What follows belongs to an exercise in optimizing a design on an open flow for small area, a short achievable clock period and few clock cycles; a production flow would make more cautious choices. Where RTL was checked, it was by simulation tests only, not by an equivalence proof against the original. Function not checked in run 1: the RTL went through the layout flow alone.

### design.v
`timescale 1ns/1ps
module RISC_V(clk, rst, mem_addr, mem_wdata, mem_we, mem_rdata);
    input clk, rst;
    input  [15:0] mem_rdata;
    output [15:0] mem_addr;
    output [15:0] mem_wdata;
    output        mem_we;
    reg  [15:1] fa;         
    reg  [15:0] ir;         
    reg  [7:0]  sa, sb;     
    reg         iv;         
    reg         mem;        
    reg  [15:0] ea;         
    reg  [2:0]  mrd;        
    reg         mst;        
    reg  [15:0] rf [0:7];
    integer k;
    wire [15:0] w      = mem_rdata;
    wire        w_jump = (w[14:12] == 3'b100);
    wire        w_pt   = (w[14:12] == 3'b011) & w[15];   
    wire [15:1] inc    = w_jump ? {{4{w[15]}}, w[11:1]} :
                         w_pt   ? {{12{w[15]}}, w[9], w[2:1]} : 15'd1;
    wire [15:1] fnext  = fa + inc;
    wire [2:0] op  = ir[14:12];
    wire [2:0] f3  = ir[2:0];
    wire       exv = iv & ~mem;
    wire is_r  = (op == 3'b000);
    wire is_l  = (op == 3'b001);
    wire is_s  = (op == 3'b010);
    wire is_b  = (op == 3'b011);
    wire is_i  = (op == 3'b101);
    reg [15:0] a, b;
    always @(*) begin
        a = 16'd0;
        b = 16'd0;
        for (k = 0; k < 8; k = k + 1) begin
            a = a | ({16{sa[k]}} & rf[k]);
            b = b | ({16{sb[k]}} & rf[k]);
        end
    end
    wire [15:0] immI = {{10{ir[15]}}, ir[8:6], ir[2:0]};
    wire [15:0] immS = {{10{ir[15]}}, ir[5:0]};
    wire        sub  = is_b | (is_r & ~f3[2] & (f3[1] | f3[0]));
    wire [15:0] op2  = (is_r | is_b) ? (sub ? ~b : b) : (is_s ? immS : immI);
    wire [15:0] sum  = a + op2 + {15'd0, sub};
    wire        lt   = (a[15] ^ b[15]) ? a[15] : sum[15];
    wire        eq   = (a == b);
    reg [15:0] res;
    always @(*) begin
        if (is_r & (f3 == 3'b111))      res = a & b;
        else if (is_r & (f3 == 3'b110)) res = a | b;
        else if (is_r & (f3 == 3'b010)) res = {15'd0, lt};
        else                            res = sum;
    end
    wire [4:0]  bimm  = {ir[15], ir[15], ir[9], ir[2:1]};         
    wire [4:0]  boff  = ir[15] ? (5'd1 - bimm) : (bimm - 5'd1);
    wire [15:1] alt   = fa + {{10{boff[4]}}, boff};
    wire taken    = ir[11] ? lt : (eq ^ ir[10]);
    wire redirect = exv & is_b & (taken ^ ir[15]);
    wire        ex_we = exv & (is_r | is_i);
    wire        wen   = mem ? ~mst : ex_we;
    wire [2:0]  wa    = mem ? mrd : ir[11:9];
    wire [15:0] wd    = mem ? mem_rdata : res;
    always @(posedge clk)
        if (wen) rf[wa] <= wd;
    always @(posedge clk or posedge rst) begin
        if (rst) begin
            fa  <= 15'd0;
            iv  <= 1'b0;
            mem <= 1'b0;
        end else begin
            mem <= exv & (is_l | is_s);
            if (~mem) begin
                fa <= redirect ? alt : fnext;
                iv <= ~redirect;
            end
        end
    end
    wire keep_b = mem | (exv & is_s);
    always @(posedge clk) begin
        if (~mem)
            ir <= w;
        for (k = 0; k < 8; k = k + 1) begin
            sa[k] <= mem ? (ir[5:3] == k) : (w[5:3] == k);
            sb[k] <= keep_b ? (ir[8:6] == k) : (w[8:6] == k);
        end
        ea  <= sum;
        mrd <= ir[11:9];
        mst <= is_s;
    end
    assign mem_addr  = mem ? ea : {fa, 1'b0};
    assign mem_wdata = b;
    assign mem_we    = mem & mst;
endmodule
### constraint.sdc
create_clock -name core_clock -period 8.0 [get_ports {clk}]
set_input_delay 1.6000 -clock core_clock [delete_from_list [all_inputs] [get_ports {clk}]]
set_output_delay 1.6000 -clock core_clock [all_outputs]
set_load 0.01 [all_outputs]
### config.mk
export PLATFORM = sky130hd
export DESIGN_NAME = RISC_V
export DESIGN_NICKNAME = RISC_V
export VERILOG_FILES = /design/flow/design.v
export SDC_FILE = /design/flow/constraint.sdc
export NUM_CORES = 4
export LEC_CHECK = 0
export CAP_MARGIN = 20
export CORE_MARGIN = 2
export CORE_UTILIZATION = 40
export SETUP_SLACK_MARGIN = 4
export SLEW_MARGIN = 20
### run.sh
#!/bin/bash
# synth_recipe.tcl (not shown) runs the flow's synth.tcl, then flattens the netlist and writes it again
# the make line also repeats each setting of config.mk as NAME=value (left out here)
make -C /OpenROAD-flow-scripts/flow DESIGN_CONFIG=/design/flow/config.mk WORK_HOME=/design/flow/orfs CLKGATE_MAP_FILE= SYNTH_SCRIPT=/design/flow/synth_recipe.tcl finish
==> impl_metrics.yaml, run 1 <==
setup_path:
  cp.arrival_ns: 6.26
  cp-end-kind: "register"
  crit_required_ns: 8.32
  start_kind: "register"
  max_stage_delay_ns: 0.45
  cpMaxStageDelayCell: "edfxtp_1"
  criticalPathCategory: "register to register"
  critPathMostFrequentCell: "o21ai_2"
  worst-path-buf-inv: 2
  crit_family: "compound AO/OA/AOI/OAI gates"
  crit_fanout: 5
grt:
  grt_pass1_wl_um: 49040
  grt_start_max_net_pins: 88
  grt-ovfl-total: 0
  antenna_found_initial: 0
  grt_use_total: 0.2329
  grt_pass1_vias: 8069
synth:
  ys_ff_latch: 197
  synthCells: 981
  synth_warnings: 1
  synth.avg_cell_area_um2: 10.82
  seq_area_frac_synth: 0.5156
  synthTopCellsByArea: "edfxtp_1, a22oi_1, ha_1"
  synth.distinct_cells: 62
  synth_edf_count: 144
  synth_common_cells: "edfxtp_1, a22oi_1, o21ai_0"
  synth_area_mm2: 0.01061
  synthMostInstantiatedCell: "edfxtp_1"
  ys.flop_type: "edfxtp_1"
  syn_nets: 1064
  yosys.area.top_type: "edfxtp_1"
  synth_top_area_frac: 0.4075
  postSynth.asyncResetShare: 0.08629
sta:
  worst_pin_slew_ns: 1.021
  setup-violations-final: 0
  fmax_mhz: 168.5
  hold_violations: 0
  slew_headroom: 0.3123
  fin_crit_sh: 0.7419
  skew_ns: 0.01885
  fin_tns_setup_ns: 0
  fin_hold_ws_ns: 0.4625
  rsz0062_at_grt: "yes"
  fin_crit_ns: 5.935
  finalMaxSlewViolations: 0
finish:
  drive_above_1_share: 0.1682
  post-route-util: 0.4889
  fin_area_mm2: 0.01274
  nets: 1128
  diodes: 0
  syn2layout_area_growth_pct: 20.08
clock_tree:
  cts_hold_buf: 0
  clock_path_buffers: 2
  worstSkewPairLatency_ns: 0.44
  cts_tree: "yes"
  htree_levels: 4
  cts_sinks: 197
  cts_root_buffer: "clkbuf_16"
  cts_buffers: 17
  clkTransAtPathRegs_ns: 0.08
drt:
  post-route-drc-count: 0
  vias: 8375
  drtPass1Iterations: 5
  drt-initial-drc-count: 794
  ant_nets: 0
  via_per_inst: 6.012
  wire_per_inst_um: 23.51
  wl_um: 32750
floorplanning:
  die_h_um: 166.9
  die-area_mm2: 0.02784
  rows: 59
  initial_core_util: 0.4072
  die_x_um: 166.9
  core_mm2: 0.02606
  boundaryPins: 51
status:
  status: "timing/DRC/antenna clean"
placed_design:
  hpwl_um: 22010
  place_area_mm2: 0.01151
  gp_congestion: 0.8225
  io_buffers: 50
flow_run:
  drv_cap: 0
worst_hold_path:
  hold_path_class: "register to register"
## final timing paths
| path | from | end | slack (ns) | depth (start not counted) |
|---|---|---|---|---|
| setup / recovery | ir[13] | fa[15] | 2.06 | 31 |
| hold / removal | ir[9] | mrd[0] | 0.46 | 0 |
| setup reg to reg | ir[13] | fa[15] | 2.06 | 31 |
| hold reg to reg | ir[9] | mrd[0] | 0.46 | 0 |
| max in group asynchronous | rst | mem | 5.92 | 2 |
| min in group asynchronous | rst | fa[1] | 1.58 | 2 |
## kinds of logic (layout without fill, tap and decap cells)
logic type,Yosys count,count (layout),share of synthesized area
compound gates,306,306,0.1930
xor+xnor,47,47,0.03950
fa+ha+maj,65,65,0.07877
buf+inv,132,209,0.04788
flops,197,197,0.5156
mux,28,28,0.02889
simple gates,206,206,0.09634
## flip-flops by register name (all words and copies together), names as in the netlist
register	flops
mst	1
ir	16
sa	8
rf	128
mem	1
mrd	3
ea	16
fa	15
sb	8
iv	1
## metrics by stage
stage               cells  setup WS, ns
floorplan             981         2.303
global placement     1319         1.635
detailed placement   1319         1.498
CTS                  1385         2.114
global route         1393         1.725
finish               1393         2.065
## routing by layer
layer  share of wire  global-route usage  up-vias  wire length (um)
li1                -                   -     3813                 -
met1            0.42              0.3118     4039             13830
met2            0.46              0.3720      438             15170
met3           0.078             0.04563       85              2545
met4           0.037             0.09408        0              1205
met5               0                   0        -                 0
## repair_timing
item                                   in CTS  in global routing
endpoints found under the hold margin       0                  0
setup endpoints to repair                 150                136
resized for setup                          45                 28
gates cloned                                1                  0
pin swaps                                  31                 30
buffers inserted                           33                  8
## worst reg2reg max path: cells and delay by family (launching register included)
kind                     cells  cell delay [ns]
multiplexers                 1             0.30
AND/OR/NAND/NOR              7             1.02
adder cells (fa/ha/maj)      3             0.77
buffers and inverters        2             0.20
AO/OA/AOI/OAI               14             2.44
flip-flops                   1             0.45
XOR/XNOR                     4             0.64
## layout make-up
class                   instances  area [um^2]
clock buffers                  18        429.2
clock inverters                14        191.4
flip-flops and latches        197         5482
fillers                      2332        13320
multi-input cells             652         4977
inverters                      72        270.3
well taps                     335        419.2
repair buffers                105        972.2
## cells in the final DEF, fill, tap and decap left out, types with 17 or more instances in the layout
cell	netlist	layout
a21oi_1	33	23
clkbuf_16	0	17
dfxtp_1	36	28
inv_1	72	70
buf_4	1	46
xnor2_1	30	26
nor2_1	51	49
edfxtp_1	144	144
nand4_1	30	30
nand2_1	53	52
clkdlybuf4s50_1	0	50
a22oi_1	128	128
o21ai_0	73	55
ha_1	62	57
==> inputs of run 2 (changes only) <==
--- a/design.v
+++ b/design.v
@@ -73,3 +73,3 @@
             if (~mem) begin
-                fa <= redirect ? alt : fnext;
+                fa <= ({15{redirect}} & alt) | ({15{~redirect}} & fnext);
                 iv <= ~redirect;
==> impl_metrics.yaml, run 2 <==
status:
  status: "timing/DRC/antenna clean"
finish:
  layout.cells.most_common_list: "edfxtp_1, a22oi_1, ha_1"
  drive_above_1_share: 0.1823
  largest_register_ffs: 128
  final_common_cell: "edfxtp_1"
  final_cells: 1530
  multi_input_area_mm2: 0.005849
  seqCellArea_mm2: 0.005514
  syn2layout_area_growth_pct: 19.75
  nets: 1237
  max_flop_register: "rf"
  fillers: 2495
  reg_top3: "rf (128), ea (16), ir (16)"
  diodes: 0
clock_tree:
  clkTransAtPathRegs_ns: 0.08
  cts_root_buffer: "clkbuf_16"
  worstSkewPairLatency_ns: 0.45
  cts_tree: "yes"
  cts_sinks: 197
  cts_buffers: 17
  clock_path_buffers: 2
  htree_levels: 4
setup_path:
  cpMaxStageDelayCell: "edfxtp_1"
  worst-path-buf-inv: 2
  start_kind: "register"
  max_stage_delay_ns: 0.52
  criticalPathCategory: "register to register"
  crit_required_ns: 8.18
  crit_fanout: 12
  crit_family: "compound AO/OA/AOI/OAI gates"
  cp-end-kind: "register"
  cp.arrival_ns: 4.47
  critPathMostFrequentCell: "a21oi_2"
  path_cells: "buf_4, xnor2_4, nand2b_4, a21oi_2, fa_2, inv_2, fa_2, a21o_1, a21oi_2, o21bai_2, a2111oi_2, nor3_2, a221oi_2, o21bai_2, a21oi_2, mux2i_1, o32a_2"
synth:
  ys_ff_latch: 197
  synth_common_cells: "edfxtp_1, a22oi_1, ha_1"
  synth.avg_cell_area_um2: 10.64
  postSynth.asyncResetShare: 0.08629
  synth_top_area_frac: 0.3788
  seq_area_frac_synth: 0.4792
  synthCells: 1073
  ys.flop_type: "edfxtp_1"
  synthTopCellsByArea: "edfxtp_1, a22oi_1, ha_1"
  synth_edf_count: 144
  synth.distinct_cells: 72
  synth_area_mm2: 0.01141
  synthMostInstantiatedCell: "edfxtp_1"
  yosys.area.top_type: "edfxtp_1"
  syn_nets: 1171
  synth_warnings: 1
sta:
  hold_violations: 0
  finalMaxSlewViolations: 0
  slew_headroom: 0.5019
  worst_pin_slew_ns: 0.7471
  skew_ns: 0.01844
  fin_crit_ns: 4.296
  fin_crit_sh: 0.5370
  setup-violations-final: 0
  fin_tns_setup_ns: 0
  fin_ws_ns: 3.704
  rsz0062_at_grt: "yes"
  fmax_mhz: 232.8
drt:
  ant_nets: 0
  wire_per_inst_um: 23.28
  via_per_inst: 6.078
  vias: 9300
  post-route-drc-count: 0
  drt-initial-drc-count: 1044
  drtPass1Iterations: 7
  wl_um: 35630
floorplanning:
  boundaryPins: 51
  die_h_um: 172.9
  initial_core_util: 0.4086
  die_x_um: 172.9
  core_mm2: 0.02793
  die-area_mm2: 0.02990
  rows: 61
placed_design:
  gp_congestion: 0.8528
  numPlacedInstances: 1448
  io_buffers: 50
  hpwl_um: 23230
  place_ws_ns: 2.850
worst_hold_path:
  hold_path_class: "register to register"
grt:
  grt_pass1_vias: 9034
  grt_use_total: 0.2317
  grt-ovfl-total: 0
  grt_start_max_net_pins: 63
  grt_pass1_wl_um: 53030
  antenna_found_initial: 0
flow_run:
  drv_cap: 0
==> run 2: cell types whose count changed after synthesis, sizes merged, moves of 7 or more <==
cell	delta
nor3	+13
a31oi	+7
nand2	-11
ha	+14
o21ai	-22
a21oi	+13
xor2	+10
o21a	+12
==> run 2: cells by family (layout without fill, tap and decap cells) <==
logic type / Yosys count / count (layout) / share of synthesized area
AOI/OAI and AO/OA: 342 / 343 / 0.2105
and+or+nand+nor: 235 / 240 / 0.1062
DFF: 197 / 197 / 0.4792
buffers and inverters: 136 / 209 / 0.04516
adders and majority gates: 80 / 80 / 0.09032
xor gates and xnor gates: 59 / 59 / 0.04593
muxes: 24 / 24 / 0.02269
==> run 2: timing repair <==
| item | CTS | global route |
|---|---|---|
| pin swaps | 10 | 19 |
| hold buffers | 0 | 0 |
| endpoints found under the hold margin | 0 | 0 |
| gates resized for setup | 74 | 42 |
| endpoints found under the setup margin | 167 | 131 |
| setup buffers | 26 | 18 |
| cloned | 4 | 2 |
==> run 2: worst reg2reg max path: stages (launching register included) <==
cell	delay (ns)
edfxtp_1	0.52
buf_4	0.21
xnor2_4	0.26
nand2b_4	0.16
a21oi_2	0.18
fa_2	0.22
inv_2	0.04
fa_2	0.33
a21o_1	0.17
a21oi_2	0.16
o21bai_2	0.09
a2111oi_2	0.39
nor3_2	0.12
a221oi_2	0.32
o21bai_2	0.12
a21oi_2	0.20
mux2i_1	0.10
o32a_2	0.46
==> run 2: worst paths after layout <==
kind	start	end	slack, ns	cells past startpoint
setup reg to reg	ir[12]	rf[6][14]	3.70	17
hold reg to reg	ir[10]	mrd[1]	0.45	0
min in group asynchronous	rst	fa[2]	1.57	2
setup / recovery	ir[12]	rf[6][14]	3.70	17
max in group asynchronous	rst	mem	5.91	2
hold / removal	ir[10]	mrd[1]	0.45	0
==> run 2: cell type report <==
cell class | instances | area share
clock buffer | 17 | 0.03112
inverter | 70 | 0.01940
sequential | 197 | 0.4034
clock inverter | 15 | 0.01410
timing repair buffer | 107 | 0.06947
tap | 378 | 0.03460
multi-input combinational | 746 | 0.4279
==> run 2: through the flow <==
| stage | cell area, um^2 | hold WS, ns | util |
|---|---|---|---|
| 2_1_floorplan | 11520 | 0.3942 | - |
| 3_3_place_gp | 12320 | 0.4188 | 0.4411 |
| 3_5_place_dp | 12320 | 0.4254 | 0.4411 |
| 4_1_cts | 13340 | 0.4534 | 0.4774 |
| 5_1_grt | 13670 | 0.4680 | 0.4893 |
| 6_report | 13670 | 0.4502 | 0.4893 |
==> run 2: routing by layer <==
metal / global-route usage / vias to the layer above / part of all wire
met1: 0.2984 / 4519 / 0.42
met4: 0.1105 / 0 / 0.035
met2: 0.3795 / 432 / 0.48
met5: 0 / - / 0
met3: 0.04046 / 104 / 0.065
li1: - / 4245 / -
Testbench counts of run 2, summed over its fixed seeds: cycles 40,390.
==> inputs of run 3 (changes only) <==
==> flow/run.sh (new file) <==
#!/bin/bash
# Standard layout, unchanged.
bash standard.sh > standard.log 2>&1
==> standard.sh (new file) <==
#!/bin/bash
# synth_recipe.tcl (not shown) runs the flow's synth.tcl, then flattens the netlist and writes it again
# the make line also repeats each setting of config.mk as NAME=value (left out here)
make -C /OpenROAD-flow-scripts/flow DESIGN_CONFIG=/design/flow/config.mk WORK_HOME=/design/flow/orfs CLKGATE_MAP_FILE= SYNTH_SCRIPT=/design/flow/synth_recipe.tcl "${@:-finish}"
removed: run.sh
==> impl_metrics.yaml, run 3 <==
sta:
  finalMaxSlewViolations: 0
  slew_headroom: 0.5019
  rsz0062_at_grt: "yes"
  fmax_mhz: 232.8
  worst_pin_slew_ns: 0.7471
  hold_violations: 0
  fin_tns_setup_ns: 0
  fin_crit_sh: 0.5370
  setup-violations-final: 0
  skew_ns: 0.01844
  fin_ws_ns: 3.704
  fin_crit_ns: 4.296
finish:
  reg_top3: "rf (128), ea (16), ir (16)"
  syn2layout_area_growth_pct: 19.75
  multi_input_area_mm2: 0.005849
  fillers: 2495
  drive_above_1_share: 0.1823
  layout.cells.most_common_list: "edfxtp_1, a22oi_1, ha_1"
  seqCellArea_mm2: 0.005514
  final_common_cell: "edfxtp_1"
  post-route-util: 0.4893
  largest_register_ffs: 128
  final_cells: 1530
  max_flop_register: "rf"
  nets: 1237
  diodes: 0
grt:
  antenna_found_initial: 0
  grt_pass1_vias: 9034
  grt_use_total: 0.2317
  grt_start_max_net_pins: 63
  grt-ovfl-total: 0
  grt_pass1_wl_um: 53030
clock_tree:
  htree_levels: 4
  cts_buffers: 17
  clock_path_buffers: 2
  worstSkewPairLatency_ns: 0.45
  cts_root_buffer: "clkbuf_16"
  cts_hold_buf: 0
  cts_tree: "yes"
  clkTransAtPathRegs_ns: 0.08
  cts_sinks: 197
synth:
  synthMostInstantiatedCell: "edfxtp_1"
  postSynth.asyncResetShare: 0.08629
  ys.flop_type: "edfxtp_1"
  synth.distinct_cells: 72
  syn_nets: 1171
  ys_ff_latch: 197
  synth_warnings: 1
  synth_edf_count: 144
  synthCells: 1073
  synth_top_area_frac: 0.3788
  synth.avg_cell_area_um2: 10.64
  synth_area_mm2: 0.01141
  yosys.area.top_type: "edfxtp_1"
  seq_area_frac_synth: 0.4792
  synth_common_cells: "edfxtp_1, a22oi_1, ha_1"
  synthTopCellsByArea: "edfxtp_1, a22oi_1, ha_1"
floorplanning:
  rows: 61
  die-area_mm2: 0.02990
  boundaryPins: 51
  core_mm2: 0.02793
  die_h_um: 172.9
  die_x_um: 172.9
  initial_core_util: 0.4086
setup_path:
  crit_required_ns: 8.18
  start_kind: "register"
  cp-end-kind: "register"
  criticalPathCategory: "register to register"
  rr_startpoint: "ir[12]"
  r2r_end: "rf[6][14]"
  reg2reg_depth: 17
  crit_fanout: 12
  cp.arrival_ns: 4.47
  regToRegSetupSlack_ns: 3.70
worst_hold_path:
  hold_start: "ir[10]"
  holdPathStages: 0
  worstHoldEndpoint: "mrd[1]"
  hold_path_class: "register to register"
placed_design:
  gp_congestion: 0.8528
  place_ws_ns: 2.850
  hpwl_um: 23230
  io_buffers: 50
  numPlacedInstances: 1448
drt:
  via_per_inst: 6.078
  drtPass1Iterations: 7
  wl_um: 35630
  vias: 9300
  drt-initial-drc-count: 1044
  wire_per_inst_um: 23.28
  ant_nets: 0
  post-route-drc-count: 0
flow_run:
  drv_cap: 0
status:
  status: "timing/DRC/antenna clean"
==> run 3: what timing repair did <==
item / CTS / global route
gates resized for setup: 74 / 42
gates cloned: 4 / 2
pin swaps: 10 / 19
endpoints found under the setup margin: 167 / 131
buffers inserted: 26 / 18
==> run 3: how the worst max path moves through the flow <==
stage / from / to / slack, ns / depth (start not counted)
2_1_floorplan: mem_rdata[14] / fa[15] / 3.80 / 16
3_5_place_dp: ir[0] / fa[6] / 2.85 / 16
5_1_grt: ir[12] / fa[4] / 3.48 / 16
4_1_cts: ir[12] / rf[1][14] / 3.69 / 18
3_3_place_gp: ir[0] / rf[7][14] / 2.94 / 18
6_report: ir[12] / rf[6][14] / 3.70 / 17
==> run 3: layer usage <==
layer  wire length, um  up-vias  global-route usage
li1                  -     4245                   -
met1             14880     4519              0.2984
met2             17180      432              0.3795
met3              2308      104             0.04046
met4              1257        0              0.1105
met5                 0        -                   0
==> run 3: layout make-up <==
cell class | count | area share
inverter | 70 | 0.01940
timing repair buffer | 107 | 0.06947
clock inverter | 15 | 0.01410
multi-input combinational | 746 | 0.4279
sequential | 197 | 0.4034
tap | 378 | 0.03460
clock buffer | 17 | 0.03112
==> run 3: per-stage QoR <==
stage	hold WS, ns	cell area, um^2
after global routing	0.4680	13670
after global placement	0.4188	12320
after CTS	0.4534	13340
after detailed placement	0.4254	12320
after floorplan	0.3942	11520
final	0.4502	13670
==> run 3: critical path: stages, from the launching register on <==
cell	delay (ns)
edfxtp_1	0.52
buf_4	0.21
xnor2_4	0.25
nand2b_4	0.15
a21oi_2	0.18
fa_2	0.22
inv_2	0.04
fa_2	0.33
a21o_1	0.17
a21oi_2	0.16
o21bai_2	0.09
a2111oi_2	0.39
nor3_2	0.12
a221oi_2	0.32
o21bai_2	0.12
a21oi_2	0.20
mux2i_1	0.10
o32a_2	0.46
==> run 3: cell families after synthesis <==
| kind of cell | Yosys count | synth area share |
|---|---|---|
| DFF | 197 | 0.4792 |
| xor gates and xnor gates | 59 | 0.04593 |
| AOI/OAI and AO/OA | 342 | 0.2105 |
| adders and majority gates | 80 | 0.09032 |
| buffers and inverters | 136 | 0.04516 |
| and+or+nand+nor | 235 | 0.1062 |
| muxes | 24 | 0.02269 |
==> inputs of run 4 (changes only) <==
==> run.sh (new file) <==
#!/bin/bash
# synth_recipe.tcl (not shown) runs the flow's synth.tcl, then flattens the netlist and writes it again
# the make line also repeats each setting of config.mk as NAME=value (left out here)
make -C /OpenROAD-flow-scripts/flow DESIGN_CONFIG=/design/flow/config.mk WORK_HOME=/design/flow/orfs CLKGATE_MAP_FILE= SYNTH_SCRIPT=/design/flow/synth_recipe.tcl finish
--- a/config.mk
+++ b/config.mk
@@ -9,3 +9,3 @@
 export CORE_MARGIN = 2
-export CORE_UTILIZATION = 40
+export CORE_UTILIZATION = 60
 export SETUP_SLACK_MARGIN = 4
removed: flow/run.sh
removed: standard.sh
==> impl_metrics.yaml, run 4 <==
synth:
  ys.flop_type: "edfxtp_1"
  ys_ff_latch: 197
  synthMostInstantiatedCell: "edfxtp_1"
  synth_common_cells: "edfxtp_1, a22oi_1, ha_1"
  synth_edf_count: 144
  yosys.area.top_type: "edfxtp_1"
  synth_area_mm2: 0.01141
  postSynth.asyncResetShare: 0.08629
  synth_warnings: 1
  synth_top_area_frac: 0.3788
  synthTopCellsByArea: "edfxtp_1, a22oi_1, ha_1"
  synth.avg_cell_area_um2: 10.64
  synth.distinct_cells: 72
  seq_area_frac_synth: 0.4792
  synthCells: 1073
  syn_nets: 1171
grt:
  grt_pass1_wl_um: 52110
  grt_start_max_net_pins: 88
  grt_pass1_vias: 9041
  grt_use_total: 0.3490
  antenna_found_initial: 0
  grt-ovfl-total: 0
drt:
  ant_nets: 0
  via_per_inst: 6.814
  drt-initial-drc-count: 1049
  post-route-drc-count: 0
  drtPass1Iterations: 6
  wire_per_inst_um: 25.36
  vias: 9540
  wl_um: 35510
clock_tree:
  cts_root_buffer: "clkbuf_16"
  htree_levels: 4
  clock_path_buffers: 2
  cts_tree: "yes"
  cts_buffers: 17
  cts_hold_buf: 0
  cts_sinks: 197
  clkTransAtPathRegs_ns: 0.08
  worstSkewPairLatency_ns: 0.44
finish:
  reg_top3: "rf (128), ea (16), ir (16)"
  diodes: 0
  post-route-util: 0.7333
  final_common_cell: "edfxtp_1"
  syn2layout_area_growth_pct: 20.17
  nets: 1251
  max_flop_register: "rf"
  drive_above_1_share: 0.1998
  largest_register_ffs: 128
  layout.cells.most_common_list: "edfxtp_1, a22oi_1, ha_1"
sta:
  hold_violations: 0
  fin_tns_setup_ns: 0
  fin_crit_ns: 4.386
  rsz0062_at_grt: "yes"
  finalMaxSlewViolations: 0
  fin_crit_sh: 0.5482
  setup-violations-final: 0
  worst_pin_slew_ns: 1.029
  slew_headroom: 0.3131
  fmax_mhz: 228.0
  skew_ns: 0.01157
setup_path:
  max_stage_delay_ns: 0.50
  regToRegSetupSlack_ns: 3.61
  crit_fanout: 8
  criticalPathCategory: "register to register"
  crit_required_ns: 8.10
  cp-end-kind: "register"
  cpMaxStageDelayCell: "edfxtp_1"
  start_kind: "register"
  path_cells: "buf_4, nor2_4, a31oi_4, buf_6, buf_12, xnor2_2, nor2_1, a21oi_1, ha_2, or3_1, o211ai_1, a21oi_2, o211ai_1, a21oi_2, buf_4, o311ai_1, o21ai_0, a21oi_1, o21ai_1"
  cp.arrival_ns: 4.48
floorplanning:
  core_mm2: 0.01871
  die_x_um: 141.9
  die-area_mm2: 0.02014
  boundaryPins: 51
  rows: 50
  initial_core_util: 0.6102
  die_h_um: 141.9
placed_design:
  hpwl_um: 22040
  gp_congestion: 0.9221
  io_buffers: 50
flow_run:
  drv_cap: 0
status:
  status: "timing/DRC/antenna clean"
worst_hold_path:
  hold_path_class: "register to register"
run 4: cell families after synthesis:
kind of cell	count (synthesis)	synth area share
xor+xnor	59	0.04593
compound gates	342	0.2105
flops	197	0.4792
simple gates	235	0.1062
fa+ha+maj	80	0.09032
mux	24	0.02269
buf+inv	136	0.04516
run 4: path summary, 6_finish.rpt:
check                      depth (start not counted)        to  startpoint
max                                               19  rf[1][0]      ir[14]
min                                                0    mrd[1]      ir[10]
max reg2reg                                       19  rf[1][0]      ir[14]
min reg2reg                                        0    mrd[1]      ir[10]
max in group asynchronous                          2       mem         rst
min in group asynchronous                          2     fa[4]         rst
run 4: repair_timing:
| action | 4_1_cts | 5_1_grt |
|---|---|---|
| setup endpoints to repair | 169 | 121 |
| gates cloned | 5 | 1 |
| gates resized for setup | 85 | 59 |
| buffers inserted | 37 | 21 |
| pin swaps | 28 | 23 |
run 4: final cells by class:
type,instances,area [um^2]
multi-input cells,746,6008
flip-flops and latches,197,5508
fillers,1270,4989
repair buffers,121,1065
clock buffers,18,429.2
well taps,234,292.8
inverters,70,264.0
clock inverters,14,150.1
run 4: through the flow:
stage	std cells	instance area [um^2]	setup slack (ns)	hold slack (ns)
after floorplan	1073	11520	3.800	0.3942
after global placement	1304	12140	2.852	0.4075
after detailed placement	1304	12140	2.781	0.4105
after CTS	1378	13260	3.667	0.4310
after global routing	1400	13720	3.462	0.4700
final	1400	13720	3.614	0.4514
run 4: routing by layer:
layer	part of all wire	global-route usage	wire, um
met1	0.39	0.4637	13800
met2	0.47	0.5652	16790
met3	0.090	0.05249	3180
met4	0.049	0.1716	1729
met5	0	0	0
run 4: critical path, delay by kind of cell, from the launching register on:
| kind | cells | cell delay, ns |
|---|---|---|
| XOR/XNOR | 1 | 0.12 |
| buffers and inverters | 4 | 0.63 |
| AO/OA/AOI/OAI | 10 | 1.95 |
| adder cells (fa/ha/maj) | 1 | 0.22 |
| flip-flops | 1 | 0.50 |
| AND/OR/NAND/NOR | 3 | 0.62 |
==> inputs of run 5 (changes only) <==
--- a/config.mk
+++ b/config.mk
@@ -7,5 +7,7 @@
 export LEC_CHECK = 0
+export ABC_AREA = 1
 export CAP_MARGIN = 20
 export CORE_MARGIN = 2
-export CORE_UTILIZATION = 60
+export CORE_UTILIZATION = 40
+export CTS_BUF_LIST = sky130_fd_sc_hd__clkbuf_8
 export SETUP_SLACK_MARGIN = 4
==> impl_metrics.yaml, run 5 <==
synth:
  ys_ff_latch: 197
  synth.distinct_cells: 46
  synth.avg_cell_area_um2: 8.365
  postSynth.asyncResetShare: 0.08629
  synth_warnings: 1
  synthTopCellsByArea: "edfxtp_1, nand2_1, ha_1"
  synthMostInstantiatedCell: "nand2_1"
  synthXorXnorAreaFrac: 0.03311
  synth_area_mm2: 0.01190
  synth_compound_area_frac: 0.1148
  synthCells: 1423
  seq_area_frac_synth: 0.4595
  synthAdderAreaFrac: 0.08661
  yosys.area.top_type: "edfxtp_1"
  yosys.area_share.simple: 0.2148
  ys.flop_type: "edfxtp_1"
  synth_top_family_by_area: "simple AND/OR/NAND/NOR gates"
  synth_top_area_frac: 0.3633
  synth_common_cells: "nand2_1, inv_1, edfxtp_1"
  synthMuxAreaShare: 0
  syn_nets: 1521
  synth_edf_count: 144
worst_hold_path:
  holdPathStages: 0
  hold_path_class: "register to register"
sta:
  slew_headroom: 0.2671
  fin_crit_sh: 0.4904
  fin_crit_ns: 3.923
  worst_pin_slew_ns: 1.088
  rsz0062_at_grt: "yes"
  skew_ns: 0.02539
  hold_violations: 0
  fmax_mhz: 254.9
  setup-violations-final: 0
  fin_tns_setup_ns: 0
  finalMaxSlewViolations: 0
drt:
  post-route-drc-count: 0
  wl_um: 38060
  ant_nets: 0
  drt-initial-drc-count: 1156
  via_per_inst: 5.456
  wire_per_inst_um: 20.09
  vias: 10333
  drtPass1Iterations: 5
grt:
  grt_busiest_layer: "met2"
  use_met2: 0.4118
  grt_use_total: 0.2422
  grt_start_max_net_pins: 56
  met1_usage: 0.3105
  use_met3: 0.03015
  grt_pass1_wl_um: 56610
  grt_pass1_vias: 9890
  antenna_found_initial: 0
  grt-ovfl-total: 0
setup_path:
  cpMaxStageDelayCell: "clkdlybuf4s50_1"
  critical_path.startpoint: "sb[1]"
  path_cells: "clkinvlp_4, o21ai_1, nor4_2, buf_4, inv_1, clkdlybuf4s50_1"
  r2r_end: "fa[11]"
  worst-path-buf-inv: 4
  reg2reg_depth: 14
  endpoint: "mem_wdata[12]"
  rr_startpoint: "sa[6]"
  criticalPathCategory: "register to output pin"
  cp-end-kind: "output pin"
  max_stage_delay_ns: 0.57
  cp.arrival_ns: 2.32
  crit_family: "buffers and inverters"
  cp.depth: 6
  crit_required_ns: 6.40
  crit_fanout: 6
  start_kind: "register"
  regToRegSetupSlack_ns: 4.10
finish:
  final_common_cell: "nand2_1"
  largest_register_ffs: 128
  nets: 1589
  layout.cells.most_common_list: "nand2_1, inv_1, edfxtp_1"
  multi_input_area_mm2: 0.005834
  fillers: 2862
  diodes: 0
  max_flop_register: "rf"
  seqCellArea_mm2: 0.005493
  reg_top3: "rf (128), ea (16), ir (16)"
  syn2layout_area_growth_pct: 16.85
  drive_above_1_share: 0.1263
clock_tree:
  cts_buffers: 17
  cts_tree: "yes"
  clock_path_buffers: 2
  htree_levels: 4
  cts_hold_buf: 0
  clkTransAtPathRegs_ns: 0.12
  cts_root_buffer: "clkbuf_8"
  worstSkewPairLatency_ns: 0.49
  cts_sinks: 197
status:
  status: "timing/DRC/antenna clean"
floorplanning:
  rows: 63
  die_x_um: 176.5
  die_h_um: 176.5
  boundaryPins: 51
  die-area_mm2: 0.03116
  initial_core_util: 0.4038
  core_mm2: 0.02948
placed_design:
  gp_congestion: 0.9037
  hpwl_um: 26100
  io_buffers: 50
flow_run:
  drv_cap: 0
run 5: cell count changes after synthesis, moves of 27 or more:
cell      change
nand2_1     +361
inv_1       +160
nand3_1      +48
clkbuf_1     -27
o21ai_0      +33
a22oi_1     -128
run 5: through the flow:
step / util / setup WS (ns) / hold WS [ns] / std cells / cell area (um^2)
final: 0.4718 / 4.077 / 0.4569 / 1894 / 13910
after global routing: 0.4718 / 3.934 / 0.4635 / 1894 / 13910
after CTS: 0.4603 / 4.001 / 0.4492 / 1879 / 13570
after detailed placement: 0.4335 / 2.745 / 0.4238 / 1828 / 12780
after global placement: 0.4335 / 3.035 / 0.4255 / 1828 / 12780
after floorplan: - / 4.006 / 0.3646 / 1423 / 11900
run 5: cell families after synthesis:
logic type,Yosys count
AOI/OAI and AO/OA,219
xor gates and xnor gates,45
adders and majority gates,80
buffers and inverters,280
DFF,197
and+or+nand+nor,602
run 5: worst min path at each step:
stage                start  slack, ns  endpoint
global route        ir[10]       0.46    mrd[1]
floorplan            ir[9]       0.36    mrd[0]
finish              ir[10]       0.46    mrd[1]
detailed placement  ir[10]       0.42    mrd[1]
global placement    ir[10]       0.43    mrd[1]
CTS                 ir[10]       0.45    mrd[1]
run 5: cell type report:
| class | count | area share |
|---|---|---|
| Clock buffer | 17 | 0.01682 |
| Inverter | 231 | 0.06351 |
| Clock inverter | 15 | 0.008905 |
| Timing Repair Buffer | 96 | 0.06135 |
| Tap cell | 390 | 0.03508 |
| Sequential cell | 197 | 0.3949 |
| Multi-Input combinational cell | 948 | 0.4194 |
run 5: per-layer routing:
| layer | part of all wire | vias up |
|---|---|---|
| met5 | 0 | - |
| met4 | 0.044 | 0 |
| met3 | 0.063 | 109 |
| met2 | 0.48 | 424 |
| met1 | 0.42 | 4919 |
| li1 | - | 4881 |
run 5: timing repair:
action / CTS / global route
setup buffers: 19 / 13
gates resized for setup: 78 / 69
cloned: 0 / 2
setup endpoints to repair: 162 / 116
pin swaps: 14 / 19
==> inputs of run 6 (changes only) <==
--- a/config.mk
+++ b/config.mk
@@ -11,4 +11,3 @@
 export CORE_UTILIZATION = 40
-export CTS_BUF_LIST = sky130_fd_sc_hd__clkbuf_8
-export SETUP_SLACK_MARGIN = 4
+export SETUP_SLACK_MARGIN = 4.5
 export SLEW_MARGIN = 20
==> impl_metrics.yaml, run 6 <==
synth:
  synth_area_mm2: 0.01190
  synth.avg_cell_area_um2: 8.365
  synth_top_family_by_area: "simple AND/OR/NAND/NOR gates"
  synth.distinct_cells: 46
  yosys.area_share.simple: 0.2148
  synthXorXnorAreaFrac: 0.03311
  synth_compound_area_frac: 0.1148
  seq_area_frac_synth: 0.4595
  ys.flop_type: "edfxtp_1"
  postSynth.asyncResetShare: 0.08629
  yosys.area.top_type: "edfxtp_1"
  synth_edf_count: 144
  synthCells: 1423
  synth_warnings: 1
  synthMostInstantiatedCell: "nand2_1"
  ys_ff_latch: 197
  synthMuxAreaShare: 0
  synthTopCellsByArea: "edfxtp_1, nand2_1, ha_1"
  synthAdderAreaFrac: 0.08661
  synth_top_area_frac: 0.3633
  syn_nets: 1521
  synth_common_cells: "nand2_1, inv_1, edfxtp_1"
grt:
  antenna_found_initial: 0
  grt_use_total: 0.2680
  grt-ovfl-total: 0
  grt_pass1_vias: 10712
  grt_start_max_net_pins: 31
  grt_pass1_wl_um: 62080
finish:
  final_common_cell: "nand2_1"
  layout.cells.most_common_list: "nand2_1, inv_1, edfxtp_1"
  nets: 1678
  max_flop_register: "rf"
  drive_above_1_share: 0.2605
  syn2layout_area_growth_pct: 31.92
  reg_top3: "rf (128), ea (16), ir (16)"
  diodes: 0
  largest_register_ffs: 128
setup_path:
  criticalPathCategory: "register to register"
  crit_fanout: 12
  path_cells: "inv_2, o22ai_1, a221o_1, nor4_4, inv_1, ha_2, buf_4, nand3_2, o21ai_4, inv_2, nor3_4, nor2_2, o21ai_2, xor2_1, a21o_1, nand2_1, o21ai_1, buf_4"
  cp-end-kind: "register"
  crit_required_ns: 8.32
  cp.arrival_ns: 3.95
  max_stage_delay_ns: 0.46
  start_kind: "register"
  regToRegSetupSlack_ns: 4.37
  cpMaxStageDelayCell: "dfxtp_2"
clock_tree:
  worstSkewPairLatency_ns: 0.47
  clkTransAtPathRegs_ns: 0.08
  cts_hold_buf: 0
  cts_sinks: 197
  cts_tree: "yes"
  cts_buffers: 17
  htree_levels: 4
  clock_path_buffers: 2
  cts_root_buffer: "clkbuf_16"
sta:
  slew_headroom: 0.3017
  rsz0062_at_grt: "yes"
  worst_pin_slew_ns: 1.046
  fin_crit_sh: 0.4541
  finalMaxSlewViolations: 0
  hold_violations: 0
  setup-violations-final: 0
  skew_ns: 0.02200
  fin_crit_ns: 3.633
  fin_tns_setup_ns: 0
  fin_ws_ns: 4.367
  fmax_mhz: 275.3
worst_hold_path:
  hold_path_class: "register to register"
drt:
  ant_nets: 0
  via_per_inst: 5.533
  post-route-drc-count: 0
  drt-initial-drc-count: 1177
  vias: 10972
  wire_per_inst_um: 21.03
  wl_um: 41700
  drtPass1Iterations: 9
floorplanning:
  die_h_um: 176.5
  die-area_mm2: 0.03116
  die_x_um: 176.5
  boundaryPins: 51
  core_mm2: 0.02948
  initial_core_util: 0.4038
  rows: 63
placed_design:
  gp_congestion: 0.8823
  io_buffers: 50
  hpwl_um: 26270
  place_ws_ns: 3.259
flow_run:
  drv_cap: 0
status:
  status: "timing/DRC/antenna clean"
==> run 6: changes by cell type in the layout (fill, tap and decap cells not counted), sizes merged <==
cell / change
nor2: -1
clkdlybuf4s50: -15
clkinvlp: +1
dlymetal6s2s: -3
nand2: +1
bufbuf: +3
inv: -4
clkinv: +3
clkdlybuf4s15: +2
buf: +98
dlygate4sd2: +2
clkbuf: +2
==> run 6: final timing paths <==
kind | from | end | depth (start not counted)
max reg2reg | sa[0] | rf[6][13] | 18
max in group asynchronous | rst | mem | 2
max | sa[0] | rf[6][13] | 18
min | ir[9] | mrd[0] | 0
min reg2reg | ir[9] | mrd[0] | 0
min in group asynchronous | rst | fa[5] | 2
==> run 6: final cells by class <==
type / instances / area [um^2]
Inverter: 231 / 934.6
Multi-Input combinational cell: 948 / 6482
Clock inverter: 14 / 156.4
Sequential cell: 197 / 5505
Timing Repair inverter: 1 / 6.256
Tap cell: 390 / 488.0
Clock buffer: 18 / 429.2
Fill cell: 2600 / 13780
Timing Repair Buffer: 184 / 1702
==> run 6: metrics by stage <==
stage / cell area (um^2) / hold WS, ns / util / instances
3_3_place_gp: 12860 / 0.4038 / 0.4361 / 1826
6_report: 15700 / 0.4321 / 0.5327 / 1983
5_1_grt: 15700 / 0.4437 / 0.5327 / 1983
4_1_cts: 15010 / 0.4309 / 0.5092 / 1950
3_5_place_dp: 12860 / 0.4039 / 0.4361 / 1826
2_1_floorplan: 12000 / 0.3646 / - / 1423
==> run 6: worst max-delay path: cells and delay by family (launching register included) <==
family	cells	cell delay [ns]
flops	1	0.46
simple gates	5	0.61
fa+ha+maj	1	0.43
buf+inv	5	0.75
xor+xnor	1	0.20
compound gates	6	1.02
==> run 6: routing by layer <==
layer / GRT usage / part of all wire / up-vias
met5: 0 / 0 / -
met4: 0.1660 / 0.063 / 0
met3: 0.03919 / 0.073 / 144
met2: 0.4443 / 0.48 / 549
met1: 0.3289 / 0.39 / 5213
li1: - / - / 5066
==> run 6: cell families after synthesis <==
logic type,count (synthesis)
compound gates,219
buf+inv,280
fa+ha+maj,80
xor+xnor,45
simple gates,602
flops,197
==> run 6: repair_timing <==
action                                  CTS  global route
resized for setup                       276           118
gates cloned                              6             0
endpoints found under the setup margin  185           159
buffers inserted                         86            33
pin swaps                                49            43
==> inputs of run 7 (changes only) <==
--- a/config.mk
+++ b/config.mk
@@ -11,3 +11,3 @@
 export CORE_UTILIZATION = 40
-export SETUP_SLACK_MARGIN = 4.5
+export SETUP_SLACK_MARGIN = 3.5
 export SLEW_MARGIN = 20
==> impl_metrics.yaml, run 7 <==
sta:
  fin_ws_ns: 3.740
  fin_tns_setup_ns: 0
  fmax_mhz: 234.7
  fin_crit_sh: 0.5326
  hold_violations: 0
  worst_pin_slew_ns: 1.087
  slew_headroom: 0.2676
  finalMaxSlewViolations: 0
  setup-violations-final: 0
  rsz0062_at_grt: "no"
  skew_ns: 0.02347
  fin_crit_ns: 4.260
clock_tree:
  clkTransAtPathRegs_ns: 0.08
  clock_path_buffers: 2
  cts_root_buffer: "clkbuf_16"
  htree_levels: 4
  worstSkewPairLatency_ns: 0.46
  cts_buffers: 17
  cts_tree: "yes"
  cts_sinks: 197
drt:
  wire_per_inst_um: 19.63
  vias: 10000
  post-route-drc-count: 0
  drt-initial-drc-count: 1042
  wl_um: 36670
  ant_nets: 0
  via_per_inst: 5.353
  drtPass1Iterations: 5
synth:
  synth_warnings: 1
  synth_area_mm2: 0.01190
  synth_edf_count: 144
  synth_common_cells: "nand2_1, inv_1, edfxtp_1"
  ys_ff_latch: 197
  synth_top_area_frac: 0.3633
  synthMostInstantiatedCell: "nand2_1"
  seq_area_frac_synth: 0.4595
  synthTopCellsByArea: "edfxtp_1, nand2_1, ha_1"
  synthCells: 1423
  ys.flop_type: "edfxtp_1"
  yosys.area.top_type: "edfxtp_1"
  syn_nets: 1521
  synth.avg_cell_area_um2: 8.365
  synth.distinct_cells: 46
  postSynth.asyncResetShare: 0.08629
worst_hold_path:
  holdPathStages: 0
  hold_start: "ir[10]"
  worstHoldEndpoint: "mrd[1]"
  hold_path_class: "register to register"
setup_path:
  criticalPathCategory: "register to register"
  cpMaxStageDelayCell: "nor4_1"
  cp.arrival_ns: 4.46
  rr_startpoint: "sa[6]"
  crit_fanout: 9
  crit_required_ns: 8.20
  regToRegSetupSlack_ns: 3.74
  start_kind: "register"
  max_stage_delay_ns: 0.64
  r2r_end: "rf[6][13]"
  critPathMostFrequentCell: "inv_1"
  path_cells: "inv_1, o21ai_0, nor4_1, inv_1, ha_1, nand2_1, inv_1, nand3_1, o21ai_1, inv_1, nor3_1, nor2_1, o21ai_0, xor2_1, a21o_1, nand2_1, o21ai_2"
  cp-end-kind: "register"
  reg2reg_depth: 17
finish:
  diodes: 0
  layout.cells.most_common_list: "nand2_1, inv_1, edfxtp_1"
  drive_above_1_share: 0.07645
  largest_register_ffs: 128
  max_flop_register: "rf"
  syn2layout_area_growth_pct: 14.48
  nets: 1563
  reg_top3: "rf (128), ea (16), ir (16)"
  final_common_cell: "nand2_1"
grt:
  antenna_found_initial: 0
  grt_start_max_net_pins: 70
  grt-ovfl-total: 0
  grt_pass1_vias: 9509
  grt_use_total: 0.2388
  grt_pass1_wl_um: 55220
placed_design:
  hpwl_um: 25950
  io_buffers: 50
  place_ws_ns: 2.832
  gp_congestion: 0.8997
flow_run:
  drv_cap: 0
floorplanning:
  die_h_um: 176.5
  die_x_um: 176.5
  core_mm2: 0.02948
  die-area_mm2: 0.03116
  initial_core_util: 0.4038
  rows: 63
  boundaryPins: 51
status:
  status: "timing/DRC/antenna clean"
==> run 7: cell counts after synthesis <==
Identical to the previous run, type by type.
==> run 7: worst max path at each step <==
stage / from / to / slack (ns) / depth (start not counted)
5_1_grt: sb[6] / rf[2][14] / 3.50 / 22
3_3_place_gp: mem_rdata[15] / fa[15] / 2.87 / 20
4_1_cts: sb[6] / rf[6][13] / 3.48 / 20
2_1_floorplan: mem_rdata[15] / fa[15] / 3.88 / 19
6_report: sa[6] / rf[6][13] / 3.74 / 17
3_5_place_dp: mem_rdata[15] / fa[15] / 2.83 / 20
==> run 7: cell type report <==
type,count,area [um^2]
sequential,197,5478
clock buffer,18,429.2
tap,390,488.0
inverter,231,867.1
timing repair buffer,72,675.6
multi-input combinational,946,5519
clock inverter,14,171.4
fill,2860,15850
==> run 7: cells by family after synthesis <==
logic type	synth area share
adders and majority gates	0.08661
AOI/OAI and AO/OA	0.1148
DFF	0.4595
buffers and inverters	0.09113
xor gates and xnor gates	0.03311
and+or+nand+nor	0.2148
==> run 7: through the flow <==
step                instance area [um^2]  std cells    util  hold slack [ns]
finish                             13630       1868  0.4623           0.4516
global route                       13630       1868  0.4623           0.4688
CTS                                13430       1859  0.4554           0.4517
detailed placement                 12770       1827  0.4332           0.4298
global placement                   12770       1827  0.4332           0.4223
floorplan                          11900       1423       -           0.3646
==> run 7: timing repair <==
item                                    4_1_cts  5_1_grt
pin swaps                                     0        5
endpoints found under the setup margin       98      117
setup buffers                                 0        7
hold buffers                                  0        0
resized for setup                            18       37
==> run 7: critical path: cells and delay by family, from the launching register on <==
kind / cells / cell delay (ns)
compound gates: 5 / 1.10
simple gates: 6 / 1.06
xor+xnor: 1 / 0.28
fa+ha+maj: 1 / 0.39
flops: 1 / 0.47
buf+inv: 4 / 0.70
==> run 7: routing by layer <==
layer | global-route usage | up-vias | share of wire
met3 | 0.04242 | 84 | 0.065
met2 | 0.3979 | 384 | 0.48
met4 | 0.1143 | 0 | 0.042
met1 | 0.3000 | 4707 | 0.42
li1 | - | 4825 | -
met5 | 0 | - | 0
==> inputs of run 8 (changes only) <==
--- a/config.mk
+++ b/config.mk
@@ -11,3 +11,3 @@
 export CORE_UTILIZATION = 40
-export SETUP_SLACK_MARGIN = 3.5
+export SETUP_SLACK_MARGIN = 4
 export SLEW_MARGIN = 20
==> impl_metrics.yaml, run 8 <==
status:
  status: "timing/DRC/antenna clean"
synth:
  synth.avg_cell_area_um2: 8.365
  synthTopCellsByArea: "edfxtp_1, nand2_1, ha_1"
  ys_ff_latch: 197
  syn_nets: 1521
  postSynth.asyncResetShare: 0.08629
  synth_top_area_frac: 0.3633
  seq_area_frac_synth: 0.4595
  synth_common_cells: "nand2_1, inv_1, edfxtp_1"
  synth_warnings: 1
  synth_edf_count: 144
  synth.distinct_cells: 46
  synth_area_mm2: 0.01190
  ys.flop_type: "edfxtp_1"
  synthMostInstantiatedCell: "nand2_1"
  yosys.area.top_type: "edfxtp_1"
  synthCells: 1423
sta:
  hold_violations: 0
  finalMaxSlewViolations: 0
  slew_headroom: 0.2639
  worst_pin_slew_ns: 1.093
  rsz0062_at_grt: "yes"
  fmax_mhz: 255.1
  fin_hold_ws_ns: 0.4429
  fin_ws_ns: 4.080
  setup-violations-final: 0
  fin_tns_setup_ns: 0
  fin_crit_sh: 0.4900
  skew_ns: 0.01778
  fin_crit_ns: 3.920
worst_hold_path:
  worstHoldEndpoint: "mrd[1]"
  holdPathStages: 0
  hold_path_class: "register to register"
  hold_start: "ir[10]"
drt:
  via_per_inst: 5.468
  wl_um: 37970
  vias: 10308
  drt-initial-drc-count: 1165
  wire_per_inst_um: 20.14
  drtPass1Iterations: 6
  post-route-drc-count: 0
  ant_nets: 0
finish:
  largest_register_ffs: 128
  fin_area_mm2: 0.01410
  reg_top3: "rf (128), ea (16), ir (16)"
  final_common_cell: "nand2_1"
  fillers: 2824
  max_flop_register: "rf"
  drive_above_1_share: 0.1245
  syn2layout_area_growth_pct: 18.41
  nets: 1579
  layout.cells.most_common_list: "nand2_1, inv_1, edfxtp_1"
clock_tree:
  cts_hold_buf: 0
  clkTransAtPathRegs_ns: 0.08
  clock_path_buffers: 2
  cts_sinks: 197
  htree_levels: 4
  cts_tree: "yes"
  cts_root_buffer: "clkbuf_16"
  cts_buffers: 17
  worstSkewPairLatency_ns: 0.45
placed_design:
  io_buffers: 50
  gp_congestion: 0.9037
  place_area_mm2: 0.01278
  hpwl_um: 26100
  place_ws_ns: 2.745
setup_path:
  criticalPathCategory: "register to output pin"
  rr_startpoint: "sa[6]"
  reg2reg_depth: 14
  crit_required_ns: 6.40
  r2r_end: "fa[11]"
  start_kind: "register"
  cp.arrival_ns: 2.32
  crit_fanout: 5
  cp-end-kind: "output pin"
  regToRegSetupSlack_ns: 4.17
grt:
  grt-ovfl-total: 0
  grt_pass1_vias: 9890
  grt_start_max_net_pins: 56
  grt_use_total: 0.2438
  grt_pass1_wl_um: 57120
  antenna_found_initial: 0
floorplanning:
  initial_core_util: 0.4038
  die-area_mm2: 0.03116
  die_h_um: 176.5
  rows: 63
  die_x_um: 176.5
  core_mm2: 0.02948
  boundaryPins: 51
flow_run:
  drv_cap: 0
-- run 8: cell count changes in the layout (fill, tap and decap cells not counted), moves of 5 or more --
cell	change
buf_4	+12
nor4_1	-10
inv_1	-9
nor4_4	+9
nand3_1	-7
nand3_2	+7
dfxtp_1	-5
inv_2	+5
o21ai_2	+5
-- run 8: worst max path at each step --
stage               slack, ns     startpoint  cells past startpoint            to
floorplan                4.01  mem_rdata[15]                     19        fa[15]
global placement         3.04          sb[6]                     19     rf[2][10]
detailed placement       2.74          sb[6]                     19     rf[5][10]
CTS                      3.98         ir[13]                     20     rf[5][13]
global route             3.95          ir[0]                     19     rf[5][13]
finish                   4.08          sb[1]                      6  mem_wdata[3]
-- run 8: logic make-up after synthesis --
family | Yosys count | synth area share
compound gates | 219 | 0.1148
xor+xnor | 45 | 0.03311
fa+ha+maj | 80 | 0.08661
buf+inv | 280 | 0.09113
flops | 197 | 0.4595
simple gates | 602 | 0.2148
-- run 8: area by class of cell --
cell class / count / area [um^2] / area share
diodes: 1 / 2.502 / 0.0001775
clock buffers: 18 / 429.2 / 0.03045
clock inverters: 14 / 120.1 / 0.008521
inverters: 231 / 883.3 / 0.06267
multi-input cells: 948 / 5877 / 0.4169
flip-flops and latches: 197 / 5494 / 0.3898
well taps: 390 / 488.0 / 0.03462
repair buffers: 86 / 802.0 / 0.05690
-- run 8: per-stage QoR --
stage / std cells / util
floorplan: 1423 / -
detailed placement: 1828 / 0.4335
CTS: 1870 / 0.4634
finish: 1885 / 0.4781
global placement: 1828 / 0.4335
global route: 1884 / 0.4781
-- run 8: layer usage --
| layer | wire (um) | vias up | track usage | share of wire |
|---|---|---|---|---|
| met5 | 0 | - | 0 | 0 |
| met4 | 1487 | 0 | 0.09952 | 0.039 |
| met3 | 2412 | 99 | 0.03252 | 0.064 |
| met2 | 18280 | 436 | 0.4160 | 0.48 |
| met1 | 15790 | 4909 | 0.3117 | 0.42 |
| li1 | - | 4864 | - | - |
-- run 8: critical path: stages (launching register included) --
cell and delay [ns]:
dfxtp_4 0.40, clkinvlp_4 0.17, buf_4 0.18, o21ai_0 0.30, nor4_4 0.10, inv_1 0.12
clkdlybuf4s50_1 0.61
-- run 8: repair_timing --
item | in CTS | in global routing
resized for setup | 73 | 79
pin swaps | 9 | 22
endpoints found under the setup margin | 161 | 117
setup buffers | 10 | 12
cloned | 0 | 2
==> inputs of run 9 (changes only) <==
--- a/config.mk
+++ b/config.mk
@@ -11,2 +11,3 @@
 export CORE_UTILIZATION = 40
+export PLACE_DENSITY = 0.5
 export SETUP_SLACK_MARGIN = 4
==> impl_metrics.yaml, run 9 <==
setup_path:
  max_stage_delay_ns: 0.55
  rr_startpoint: "sb[3]"
  cpMaxStageDelayCell: "clkdlybuf4s50_1"
  cp.depth: 7
  crit_family: "buffers and inverters"
  cp-end-kind: "output pin"
  regToRegSetupSlack_ns: 4.16
  crit_fanout: 6
  endpoint: "mem_wdata[9]"
  crit_required_ns: 6.40
  cp.arrival_ns: 2.32
  worst-path-buf-inv: 5
  r2r_end: "rf[2][14]"
  reg2reg_depth: 20
  start_kind: "register"
  critical_path.startpoint: "sb[6]"
  criticalPathCategory: "register to output pin"
  path_cells: "clkinvlp_4, buf_12, o2111ai_1, nor4_4, buf_4, inv_1, clkdlybuf4s50_1"
sta:
  slew_headroom: 0.1976
  skew_ns: 0.01176
  fmax_mhz: 254.9
  setup-violations-final: 0
  fin_crit_ns: 3.923
  fin_ws_ns: 4.077
  rsz0062_at_grt: "no"
  finalMaxSlewViolations: 0
  fin_crit_sh: 0.4904
  fin_tns_setup_ns: 0
  hold_violations: 0
  worst_pin_slew_ns: 1.191
placed_design:
  place_ws_ns: 2.900
  hpwl_um: 27900
  gp_congestion: 0.8830
  io_buffers: 50
finish:
  largest_register_ffs: 128
  max_flop_register: "rf"
  fillers: 2895
  layout.cells.most_common_list: "nand2_1, inv_1, edfxtp_1"
  drive_above_1_share: 0.1292
  seqCellArea_mm2: 0.005500
  reg_top3: "rf (128), ea (16), ir (16)"
  syn2layout_area_growth_pct: 19.13
  diodes: 0
  multi_input_area_mm2: 0.005852
  final_common_cell: "nand2_1"
  nets: 1587
floorplanning:
  initial_core_util: 0.4038
  die-area_mm2: 0.03116
  die_x_um: 176.5
  rows: 63
  boundaryPins: 51
  die_h_um: 176.5
  core_mm2: 0.02948
grt:
  antenna_found_initial: 0
  grt_use_total: 0.2596
  met1_usage: 0.3355
  grt-ovfl-total: 0
  use_met3: 0.03015
  use_met2: 0.4430
  grt_start_max_net_pins: 51
  grt_pass1_vias: 10004
  grt_busiest_layer: "met2"
  grt_pass1_wl_um: 59950
drt:
  via_per_inst: 5.442
  wire_per_inst_um: 21.30
  ant_nets: 0
  drtPass1Iterations: 5
  wl_um: 40310
  post-route-drc-count: 0
  vias: 10296
  drt-initial-drc-count: 916
synth:
  synth_common_cells: "nand2_1, inv_1, edfxtp_1"
  syn_nets: 1521
  synth_edf_count: 144
  postSynth.asyncResetShare: 0.08629
  yosys.area.top_type: "edfxtp_1"
  synthCells: 1423
  synth.distinct_cells: 46
  synthMostInstantiatedCell: "nand2_1"
  synth.avg_cell_area_um2: 8.365
  synth_top_area_frac: 0.3633
  ys.flop_type: "edfxtp_1"
  synthTopCellsByArea: "edfxtp_1, nand2_1, ha_1"
  seq_area_frac_synth: 0.4595
  synth_area_mm2: 0.01190
  synth_warnings: 1
  ys_ff_latch: 197
clock_tree:
  clkTransAtPathRegs_ns: 0.08
  htree_levels: 4
  cts_tree: "yes"
  cts_buffers: 17
  clock_path_buffers: 2
  worstSkewPairLatency_ns: 0.44
  cts_hold_buf: 0
  cts_root_buffer: "clkbuf_16"
  cts_sinks: 197
worst_hold_path:
  hold_path_class: "register to register"
status:
  status: "timing/DRC/antenna clean"
flow_run:
  drv_cap: 0
-- run 9: cell families (layout without fill, tap and decap cells) --
| kind of cell | after synthesis | after routing | synth area share |
|---|---|---|---|
| compound gates | 219 | 219 | 0.1148 |
| fa+ha+maj | 80 | 80 | 0.08661 |
| flops | 197 | 197 | 0.4595 |
| xor+xnor | 45 | 45 | 0.03311 |
| buf+inv | 280 | 358 | 0.09113 |
| simple gates | 602 | 603 | 0.2148 |
-- run 9: routing by layer --
metal	wire [um]	share of wire	vias to the layer above
li1	-	-	4870
met1	17430	0.43	4981
met2	19390	0.48	357
met3	1919	0.048	88
met4	1566	0.039	0
met5	0	0	-
-- run 9: final cells by class --
class	instances	area share
clock buffers	17	0.03000
inverters	231	0.06220
flip-flops and latches	197	0.3879
multi-input cells	947	0.4127
repair buffers	95	0.06114
well taps	390	0.03441
clock inverters	15	0.01173
-- run 9: through the flow --
step                hold WS, ns  utilization  instance area (um^2)  std cells
global placement         0.4055       0.4339                 12790       1829
CTS                      0.4230       0.4689                 13820       1874
detailed placement       0.4024       0.4339                 12790       1829
global route             0.4471       0.4810                 14180       1892
finish                   0.4229       0.4810                 14180       1892
floorplan                0.3646            -                 11900       1423
-- run 9: timing repair --
item                                   CTS  global route
endpoints found under the hold margin    0             0
cloned                                   0             1
setup buffers                           13            17
pin swaps                               12            20
resized for setup                       85            67
setup endpoints to repair              173           124
-- run 9: worst min-delay path by stage --
| stage | from | to | slack [ns] | cells past startpoint |
|---|---|---|---|---|
| after CTS | ir[10] | mrd[1] | 0.42 | 0 |
| after global routing | ir[9] | mrd[0] | 0.45 | 0 |
| after floorplan | ir[9] | mrd[0] | 0.36 | 0 |
| final | ir[10] | mrd[1] | 0.42 | 0 |
| after detailed placement | ir[10] | mrd[1] | 0.40 | 0 |
| after global placement | ir[10] | mrd[1] | 0.41 | 0 |

-- static timing again, ports no longer ideal --
How much do the figures lean on ideal ports? The routed layouts below were timed once more, with nothing changed but the port constraints. Step 1 sets driving cells, clkbuf_16 on the clock port and buf_2 on the other inputs (assumed; they add their load-dependent delay and slew). Step 2 times the ports against the registers' clock, not the clock port: input delays grow and output delays shrink by t, the midpoint of the rising clock arrivals with the driver on. Slacks: ideal / step 1 / step 2; pairs: ideal / step 1.
| run | t (ns) | slack for setup (ns) | clock arrival spread, ns |
|---|---|---|---|
| run 1 | 0.482 | 2.065 / 2.065 / 2.065 | 0.018 / 0.019 |
| run 2 | 0.491 | 3.704 / 3.704 / 3.428 | 0.019 / 0.019 |
| run 3 | 0.491 | 3.704 / 3.704 / 3.428 | 0.019 / 0.019 |
| run 4 | 0.489 | 3.614 / 3.614 / 3.468 | 0.012 / 0.012 |
| run 5 | 0.528 | 4.077 / 4.030 / 3.630 | 0.025 / 0.026 |
| run 6 | 0.514 | 4.367 / 4.367 / 3.875 | 0.022 / 0.022 |
| run 7 | 0.496 | 3.740 / 3.706 / 3.273 | 0.024 / 0.023 |
| run 8 | 0.488 | 4.080 / 4.029 / 3.688 | 0.018 / 0.017 |
| run 9 | 0.489 | 4.077 / 4.024 / 3.721 | 0.012 / 0.012 |
After both steps every run listed still meets setup and hold. The setup slack of run 6, which loses most, moves by 0.000 ns with the drivers and by -0.492 ns with both steps.
